What follows belongs to an exercise in optimizing a design on an open flow for small area and a short achievable clock period; a production flow would make more cautious choices.
No run shown here included a check of the RTL's function; only the layout flow was run.
Power figures rest on the tool's default switching activity, not on a simulated workload.

==> flow/design.v (outline; a module is shown in full before it is edited, if it fits) <==
// module float_copro_dp: 1551 lines
// module float_copro: 40 lines
module float_copro
   (
    input  logic        clk,
    input  logic        copro_valid,
    input  logic        copro_accept,
    input  logic [10:0] copro_opcode,
    input  logic [31:0] copro_op0,
    input  logic [31:0] copro_op1,
    output logic        copro_complete,
    output logic [31:0] copro_result
    );
  // ...
==> flow/flow/run.sh <==
#!/bin/bash
set -euo pipefail
MARGIN=${MARGIN:-9.0}
R=orfs/results/$FLOW_PLATFORM/float_copro/base
bash standard.sh synth > log_synth.txt 2>&1
python3 flow/fixinv.py $R/1_2_yosys.v $R/1_2_yosys_fixinv.v > log_fixinv.txt 2>&1
cp $R/1_2_yosys.v $R/1_2_yosys_orig.v
cp $R/1_2_yosys_fixinv.v $R/1_2_yosys.v
rm -f $R/1_synth.odb $R/1_synth.sdc
bash standard.sh synth > log_synth_odb.txt 2>&1
for step in floorplan place cts route finish; do
  bash standard.sh SETUP_SLACK_MARGIN=$MARGIN \
    "BUFFER_PORTS_ARGS=-buffer_cell sky130_fd_sc_hd__buf_1" $step > log_$step.txt 2>&1
done
==> flow/flow/fixinv.py <==
#!/usr/bin/env python3
"""Remove inverters around full adders in a Yosys-written gate netlist.

A full adder is self-dual: FA(~a, ~b, ~c) = (~cout, ~sum).  Yosys's extract_fa
leaves many inverters between adder cells.  This script chooses a polarity for
every full-adder cell (all its pins inverted or not) and for every xor2/xnor2
cell (an xor2 is an xnor2 with its output inverted), so that as few signals as
possible are needed in both polarities, and rebuilds the netlist with one
inverter for each signal that is.  Usage: fixinv.py IN.v OUT.v"""
import re, sys, random, math

LIB = "sky130_fd_sc_hd__"
OUTPINS = {"X", "Y", "Q", "Q_N", "COUT", "SUM", "HI", "LO"}

src = open(sys.argv[1]).read()
m = re.search(r"^\s*" + LIB, src, re.M)
head, body = src[:m.start()], src[m.start():]
end = body.rindex("endmodule")
tail, body = body[end:], body[:end]

inst_re = re.compile(r"\s*(" + LIB + r"\w+)\s+(\S+)\s*\((.*?)\);\s*", re.S)
pin_re = re.compile(r"\.(\w+)\(\s*(.*?)\s*\)\s*(?:,|$)", re.S)
cells, order = {}, []
pos = 0
while pos < len(body):
    mm = inst_re.match(body, pos)
    if not mm:
        if body[pos:].strip():
            sys.exit("unparsed netlist text: " + body[pos:pos + 200])
        break
    typ, name, pins = mm.groups()
    cells[name] = [typ, {p: n.strip() for p, n in pin_re.findall(pins.strip())}]
    order.append(name)
    pos = mm.end()

ports = set()
for mo in re.finditer(r"^\s*(?:output|input)\s+(\[\d+:\d+\]\s*)?(\S+)\s*;", head, re.M):
    rng, nm = mo.groups()
    if rng:
        a, b = map(int, re.findall(r"\d+", rng))
        ports.update(f"{nm}[{i}]" for i in range(min(a, b), max(a, b) + 1))
    ports.add(nm)

def kind(c):
    t = cells[c][0][len(LIB):]
    if t.startswith("inv_") or t.startswith("clkinv_"):
        return "inv"
    if t.startswith("fa_"):
        return "fa"
    if t.startswith("xor2_") or t.startswith("xnor2_"):
        return "x2"
    return "other"

drv, lds = {}, {}
for c, (t, pm) in cells.items():
    for p, n in pm.items():
        (drv.__setitem__(n, (c, p)) if p in OUTPINS else lds.setdefault(n, []).append((c, p)))

# root of every net through inverter chains
def root(n):
    par = 0
    seen = 0
    while n in drv and kind(drv[n][0]) == "inv" and seen < 50:
        n = cells[drv[n][0]][1]["A"]
        par ^= 1
        seen += 1
    return n, par

invs = [c for c in cells if kind(c) == "inv"]
roots = {}   # root net -> {"loads": [(cell, pin, par)], "names": {par: name}}
def R(r):
    return roots.setdefault(r, {"loads": [], "names": {0: r}})
for n in set(list(drv) + list(lds)):
    if n in drv and kind(drv[n][0]) == "inv":
        r, par = root(n)
        R(r)["names"].setdefault(par, n)
for c in cells:
    if kind(c) == "inv":
        continue
    for p, n in cells[c][1].items():
        if p in OUTPINS:
            continue
        r, par = root(n)
        R(r)["loads"].append((c, p, par))
for r, d in roots.items():
    for par, name in list(d["names"].items()):
        pass
port_need = {}
for pn in ports:
    if pn in drv or pn in lds:
        r, par = root(pn)
        if r in roots or pn in drv:
            R(r)
            if roots[r]["names"].get(par) not in (None, pn):
                # two names of the same phase, one a port: keep as is by making the
                # port a separate load that needs that phase
                pass
            roots[r]["names"][par] = pn
            port_need.setdefault(r, set()).add(par)

flip = {c: 0 for c in cells if kind(c) in ("fa", "x2")}
def drvflip(r):
    d = drv.get(r)
    if d is None:
        return 0
    c = d[0]
    return flip.get(c, 0)

def loadflip(c):
    return flip.get(c, 0) if kind(c) == "fa" else 0

def cost_root(r):
    d = roots[r]
    s = drvflip(r)
    need = set()
    for c, p, par in d["loads"]:
        need.add(par ^ loadflip(c) ^ s)
    for par in port_need.get(r, ()):
        need.add(par ^ s)
    return 1 if len(need) > 1 or (need == {1}) else 0
# note: need == {1} alone means every load wants the other phase: 1 inverter

cell_roots = {}
for r, d in roots.items():
    if r in drv:
        cell_roots.setdefault(drv[r][0], set()).add(r)
    for c, p, par in d["loads"]:
        cell_roots.setdefault(c, set()).add(r)

def total():
    return sum(cost_root(r) for r in roots)

start_inv = len(invs)
best = total()
cur = best
bestflip = dict(flip)
vars_ = list(flip)
random.seed(1)
T = 1.0
N = 60000
for it in range(N):
    T = 1.0 * (1 - it / N) + 0.02
    c = random.choice(vars_)
    rs = cell_roots.get(c, ())
    before = sum(cost_root(r) for r in rs)
    flip[c] ^= 1
    after = sum(cost_root(r) for r in rs)
    dlt = after - before
    if dlt <= 0 or random.random() < math.exp(-dlt / T):
        cur += dlt
        if cur < best:
            best = cur
            bestflip = dict(flip)
    else:
        flip[c] ^= 1
flip = bestflip

# rebuild
for c in invs:
    del cells[c]
newid = [0]
new_wires = []
def fresh(base):
    newid[0] += 1
    n = f"_fixinv_{newid[0]}_"
    new_wires.append(n)
    return n
ninv = 0
for r, d in roots.items():
    s = drvflip(r)
    names = dict(d["names"])
    if r in drv:
        # driver output now carries phase s
        pass
    need = {}
    for c, p, par in d["loads"]:
        ph = par ^ loadflip(c)
        need.setdefault(ph, []).append((c, p))
    for par in port_need.get(r, ()):
        need.setdefault(par, [])
    if not need:
        continue
    # the driven net: name of phase s
    if s not in names:
        names[s] = fresh(r)
    if r in drv:
        c, p = drv[r]
        cells[c][1][p] = names[s]
    for ph, lst in need.items():
        if ph not in names:
            names[ph] = fresh(r)
        for c, p in lst:
            cells[c][1][p] = names[ph]
        if ph != s:
            newid[0] += 1
            nm = f"_fixinv_i{newid[0]}_"
            cells[nm] = [LIB + "inv_1", {"A": names[s], "Y": names[ph]}]
            order.append(nm)
            ninv += 1
for c in cells:
    if kind(c) == "fa" and flip[c]:
        pass  # pins already rewired by phase; the cell itself is unchanged

for c in list(cells):
    if kind(c) == "x2" and flip[c]:
        t = cells[c][0]
        pm = cells[c][1]
        if "xnor2_" in t:
            cells[c][0] = t.replace("xnor2_", "xor2_")
            pm["X"] = pm.pop("Y")
        else:
            cells[c][0] = t.replace("xor2_", "xnor2_")
            pm["Y"] = pm.pop("X")
out = [head]
for w in new_wires:
    out.append(f"  wire {w};\n")
for c in order:
    if c in cells:
        t, pm = cells[c]
        out.append(f"  {t} {c} (\n" + ",\n".join(f"    .{p}({n}{' ' if n.startswith(chr(92)) else ''})" for p, n in pm.items()) + "\n  );\n")
out.append(tail)
open(sys.argv[2], "w").write("".join(out))
print(f"fixinv: inverters {start_inv} -> {ninv} (model {best}); flipped {sum(flip.values())} cells",
      file=sys.stderr)
==> flow/standard.sh <==
#!/bin/bash
# synth_recipe.tcl (not shown) runs the flow's synth.tcl, then flattens the netlist and writes it again
# the make line also repeats each setting of config.mk as NAME=value (left out here)
make -C /OpenROAD-flow-scripts/flow DESIGN_CONFIG=/design/flow/config.mk WORK_HOME=/design/flow/orfs CLKGATE_MAP_FILE= SYNTH_SCRIPT=/design/flow/synth_recipe.tcl "${@:-finish}"
==> flow/config.mk <==
export PLATFORM = sky130hd
export DESIGN_NAME = float_copro
export DESIGN_NICKNAME = float_copro
export VERILOG_FILES = /design/flow/design.v
export SDC_FILE = /design/flow/constraint.sdc
export NUM_CORES = 4
export LEC_CHECK = 0
export CAP_MARGIN = 20
export CORE_MARGIN = 2
export CORE_UTILIZATION = 40
export SLEW_MARGIN = 20
==> flow/constraint.sdc <==
create_clock -name core_clock -period 14.0 [get_ports {clk}]
set_input_delay 2.8000 -clock core_clock [delete_from_list [all_inputs] [get_ports {clk}]]
set_output_delay 2.8000 -clock core_clock [all_outputs]
set_load 0.01 [all_outputs]
==> impl_summary.log, run 1 <==
[metrics] non-clk buf share: 8.60%
[metrics] die height: 195 µm
[metrics] met2 Use GR: 39.7%
[metrics] CP Buf/Inv Count: 3
[metrics] sequential power: 496 µW
[metrics] number of endpoints with negative hold slack in the final report: 0
[metrics] number of cells upsized or downsized after cts: 80
[metrics] post-synth net total: 1826
[metrics] Synth-to-Final Area Change: 17.9%
[metrics] number of antenna repair diodes: 0
[metrics] number of maximum-capacitance constraint violations: 0
[metrics] delay of the slowest cell on the worst path: 0.53 ns
[metrics] CTS clk-pin slew, worst paths: 0.07 ns
[metrics] result of the run: finished clean
[metrics] area of the mapped netlist: 14600 µm²
[metrics] hpwl dp: 31900 µm
[metrics] P per Cell Area: 164 nW/µm²
[metrics] peak-usage layer in the global routing report: met2
[metrics] Sequential Power Share: 17.6%
[metrics] initial core utilization: between 40% and 50%
[metrics] multi-input logic portion of the cell area: a little over two thirds
[metrics] highest-count cells in the layout ignoring fill and taps: a22oi_1, fa_1, xnor2_1
[metrics] power in the clock group: 445 µW
[metrics] fraction of standard cell area that is sequential: between 10% and 20%
[metrics] critical path type: flip-flop to flip-flop
[metrics] Taps Inserted: 461
[metrics] clk sinks: 119
[metrics] combinational power share: 66.6%
[metrics] number of non-clock inverters in the layout: 50
[metrics] Pwr Total: 2820 µW
[metrics] number of vias per cell after detailed routing: 5.89
[metrics] total grt overflow: 0
[metrics] global routing met3 resource utilization: 4.93%
[metrics] total via count in the routed design: 12100
[metrics] final-layout worst hold slack: roughly 0.56 ns
[metrics] Placement Rows: 69
==> run 2, diff against run 1 <==
--- a/flow/flow/run.sh
+++ b/flow/flow/run.sh
@@ -1,5 +1,5 @@
 #!/bin/bash
 set -euo pipefail
-MARGIN=${MARGIN:-9.0}
+MARGIN=${MARGIN:-9.5}
 R=orfs/results/$FLOW_PLATFORM/float_copro/base
 bash standard.sh synth > log_synth.txt 2>&1
==> run 2 against run 1 <==
Total power rose by 7.4%. First-iteration DRC count fell by 9.9%. Count of clock-buffer cells in the layout did not move. Largest power group unchanged. Final cell count rose by 0.39%. Die area did not move. Non-clock buffer count rose by 8. Critical path type is now flip-flop to output port. Still clean.
==> impl_summary.log, run 2 <==
[metrics] Final setup viols: 0 (unchanged)
[metrics] Data required, critical path: 11.20 ns (was 14.30 ns)
[metrics] overall global routing resource usage: 25.5% (was 25.1%)
[metrics] CTS tree: yes (unchanged)
[metrics] Synth-to-Final Area Change: 20.7% (was 17.9%)
[metrics] maximum number of pins on one net before global-route repair: 33 (was 64)
[metrics] total negative slack: 0 ns (unchanged)
[metrics] crit share post-route: 38.5% (was 38.4%)
[metrics] placed cell areas: 15400 µm² (was 15300 µm²)
[metrics] width of the chip: 195 µm (unchanged)
[metrics] final layout net count: 1946 (was 1938)
[metrics] library cell contributing the largest single delay on the critical path: dfxtp_4 (was fa_1)
[metrics] wirelength, routed: 48300 µm (about the same)
[metrics] Pwr Total: 3030 µW (was 2820 µW)
[metrics] critical-path cell list: ha_4 > a21o_1 > a21oi_2 > nor2b_1 > o21ai_2 > a211o_1 > a31oi_4 > buf_6 > nor4bb_2 > a211o_1 > buf_2 (was buf_12 > nand2_1 > o21ai_4 > buf_12 > buf_4 > a22oi_1 > xor2_1 > fa_1 > fa_1 > fa_1 > fa_2 > fa_1 > fa_2 > xnor2_2 > xnor2_1 > xnor2_1 > xnor2_1 > xnor2_1 > xnor3_1)
[metrics] post-layout utilization of the core: 49.2% (was 48.1%)
[metrics] max-slew violation count: 0 (unchanged)
[metrics] port bufs: 101 (unchanged)
[metrics] number of endpoints with negative hold slack in the final report: 0 (unchanged)
[metrics] number of maximum-capacitance constraint violations: 0 (unchanged)
[metrics] number of antenna repair diodes: 0 (unchanged)
[metrics] critical path type: flip-flop to output port (was flip-flop to flip-flop)
[metrics] worst setup skew after layout: 0.0122 ns (was 0.00842 ns)
[metrics] Largest regs: a_r (32), b_r (32) (unchanged)
[metrics] Inserted Clock Buffers: 17 (unchanged)
[metrics] clk sinks: 119 (unchanged)
[metrics] WP data arrival: 2.58 ns (was 5.68 ns)
[metrics] cell occurring most often along the worst timing path: a211o_1
[metrics] residual antenna-violating net count after detailed routing: 0 (unchanged)
[metrics] insertion delay to the later sink of the worst-skew pair: 0.44 ns (was 0.45 ns)
[metrics] most frequent standard cell in the layout excluding fill and tap cells: a22oi_1 (unchanged)
[metrics] setup repair after global routing missed its margin: yes (unchanged)
[metrics] peak fanout along the critical path: 4 (was 16)
[metrics] Gate Count Post-Synth: 1472 (unchanged)
[metrics] delay of the slowest cell on the worst path: 0.36 ns (was 0.53 ns)
[metrics] worst rel slew slack: 25.0% (was 23.2%)
[metrics] die height: 195 µm (unchanged)
[metrics] Max H-tree Level: 4 (unchanged)
[metrics] highest-count cells in the layout ignoring fill and taps: a22oi_1, fa_1, xnor2_1 (unchanged)
[metrics] area of the mapped netlist: 14600 µm² (unchanged)
[metrics] Hold/Removal Path Class: flip-flop to flip-flop (unchanged)
[metrics] P per Cell Area: 172 nW/µm² (was 164 nW/µm²)
[metrics] post-synth net total: 1826 (unchanged)
[metrics] IO Count: 111 (unchanged)
[metrics] number of filler instances in the final layout: 3320 (was 3364)
[metrics] hpwl dp: 31900 µm (about the same)
[metrics] worst-margin pin slew: 1.12 ns (was 1.15 ns)
[metrics] Max Clk Rate: 186 MHz (about the same)
[metrics] global-route wire length before repair: 74100 µm (was 72900 µm)
[metrics] quantity of hold-fixing buffers added after cts: 0 (unchanged)
[metrics] Core Area: 35700 µm² (unchanged)
[metrics] number of antenna violations at the first check in global routing: 0 (unchanged)
[metrics] startpoint kind of the worst setup timing path: flip-flop (unchanged)
[metrics] post-detailed-route DRC marker count: 0 (unchanged)
[metrics] post-DR wirelength/cell: 23.4 µm (was 23.5 µm)
[metrics] kind of cell adding the most delay to the critical path: compound AO/OA/AOI/OAI gates (was adder cells)
[metrics] per-instance average area after synthesis: 9.91 µm² (unchanged)
[metrics] number of vias per cell after detailed routing: 5.89 (about the same)
[metrics] CTS Buffer Depth: 2 (unchanged)
[metrics] initial core utilization: 40.8% (unchanged)
[metrics] placer's final routability congestion estimate: 0.877 (was 0.871)
[metrics] Root Buffer: clkbuf_16 (unchanged)
[metrics] vias in the first global route: 12500 (was 12300)
[metrics] CP Buf/Inv Count: 2 (was 3)
[metrics] Placement Rows: 69 (unchanged)
[metrics] die footprint: 38000 µm² (unchanged)
[metrics] minimum clock period: 5.38 ns (about the same)
[metrics] endpoint type of the worst setup path: output port (was flip-flop)
[metrics] number of design-rule violations left by the first detailed-router iteration: 1265 (was 1404)
[metrics] ratio of cells with drive above 1 in the final layout: 19.9% (was 16.8%)
[metrics] result of the run: finished clean (unchanged)
[metrics] total via count in the routed design: 12200 (was 12100)
[metrics] Syn. warnings: 1 (unchanged)
[metrics] final instance area: 17600 µm² (was 17200 µm²)
[metrics] CTS clk-pin slew, worst paths: 0.07 ns (about the same)
[metrics] total grt overflow: 0 (unchanged)
[metrics] P_leak: 0.00698 µW (was 0.00685 µW)
[metrics] first drt pass iteration count: 7 (was 6)
[metrics] VDD IR-drop max: 0.112 mV (was 0.0981 mV)
-- run 2: layer usage --
layer	GRT usage, %	share of wire (%)
met1	33.7	41
met2	39.6	45
met3	5.08	9.1
met4	12.9	4.8
met5	0	0
-- run 2: power by group --
group,switching [µW],total (µW),leakage (µW),internal (µW)
Sequential,52.5,498,0.00101,445
Combinational,1060,2050,0.00567,995
Clock,193,481,0.000303,288
Total,1300,3030,0.00698,1730
-- run 2: repair_timing --
action | CTS | global route
hold endpoints to repair | 0 | 0
endpoints found under the setup margin | 56 | 38
cloned | 5 | 2
pin swaps | 33 | 38
resized for setup | 114 | 92
buffers inserted | 66 | 27
-- run 2: final timing paths --
path	start	to	slack, ns	cells past startpoint
setup / recovery	hs_r[0]$_DFF_P_	copro_result[30]	8.62	11
hold / removal	cnt[0]$_SDFFE_PP0P_	cnt[0]$_SDFFE_PP0P_	0.55	2
setup reg to reg	mul_r$_DFF_P_	hs_r[15]$_DFF_P_	8.65	16
hold reg to reg	cnt[0]$_SDFFE_PP0P_	cnt[0]$_SDFFE_PP0P_	0.55	2
-- run 2: area by class of cell --
type,count,area [µm²],share of cell area (%)
Multi-Input combinational cell,1176,12100,68.8
Sequential cell,119,2430,13.8
Timing Repair Buffer,228,1640,9.30
Tap cell,461,577,3.28
Clock buffer,17,425,2.42
Inverter,50,218,1.24
Clock inverter,15,203,1.15
-- run 2: worst register-to-register path, cell delays in order, from the launching register on --
cell,delay [ns]
dfxtp_4,0.40
buf_12,0.18
and3b_4,0.40
a22oi_2,0.13
xor2_2,0.22
fa_1,0.58
fa_1,0.45
fa_1,0.54
fa_2,0.36
fa_1,0.45
fa_2,0.39
xnor2_2,0.17
xnor2_2,0.16
xnor2_1,0.20
xnor2_1,0.16
xnor2_1,0.14
xnor3_1,0.29
-- run 2: stage by stage --
step | cells | hold WS, ns | setup slack (ns)
floorplan | 1472 | 0.503 | 9.01
global placement | 1934 | 0.527 | 7.59
detailed placement | 1934 | 0.547 | 7.58
CTS | 2037 | 0.547 | 8.53
global route | 2066 | 0.590 | 8.48
finish | 2066 | 0.545 | 8.62

static timing again, ports no longer ideal:
The results above use ideal ports. As a check the final layouts listed here were re-extracted and re-timed, cells and wires unchanged. Step 1: set_driving_cell puts a clkbuf_16 on clk and a buf_2 on each other input, an assumption about the parent block. Step 2 adds t to the input delays and takes it off the output delays; t is the mean of the earliest and latest rising clock arrival at the registers after step 1. Input paths then give back, and output paths get back, about the clock's delay inside the block. a / b / c = no drivers / after step 1 / after step 2; a / b = the first two.
run | shift t [ns] | slack for setup (ns) | cell pins on the clock port's net
run 1 | 0.492 | 8.621 / 8.596 / 8.621 | 1
run 2 | 0.481 | 8.616 / 8.565 / 8.653 | 1
After both steps every run listed still meets setup and hold.
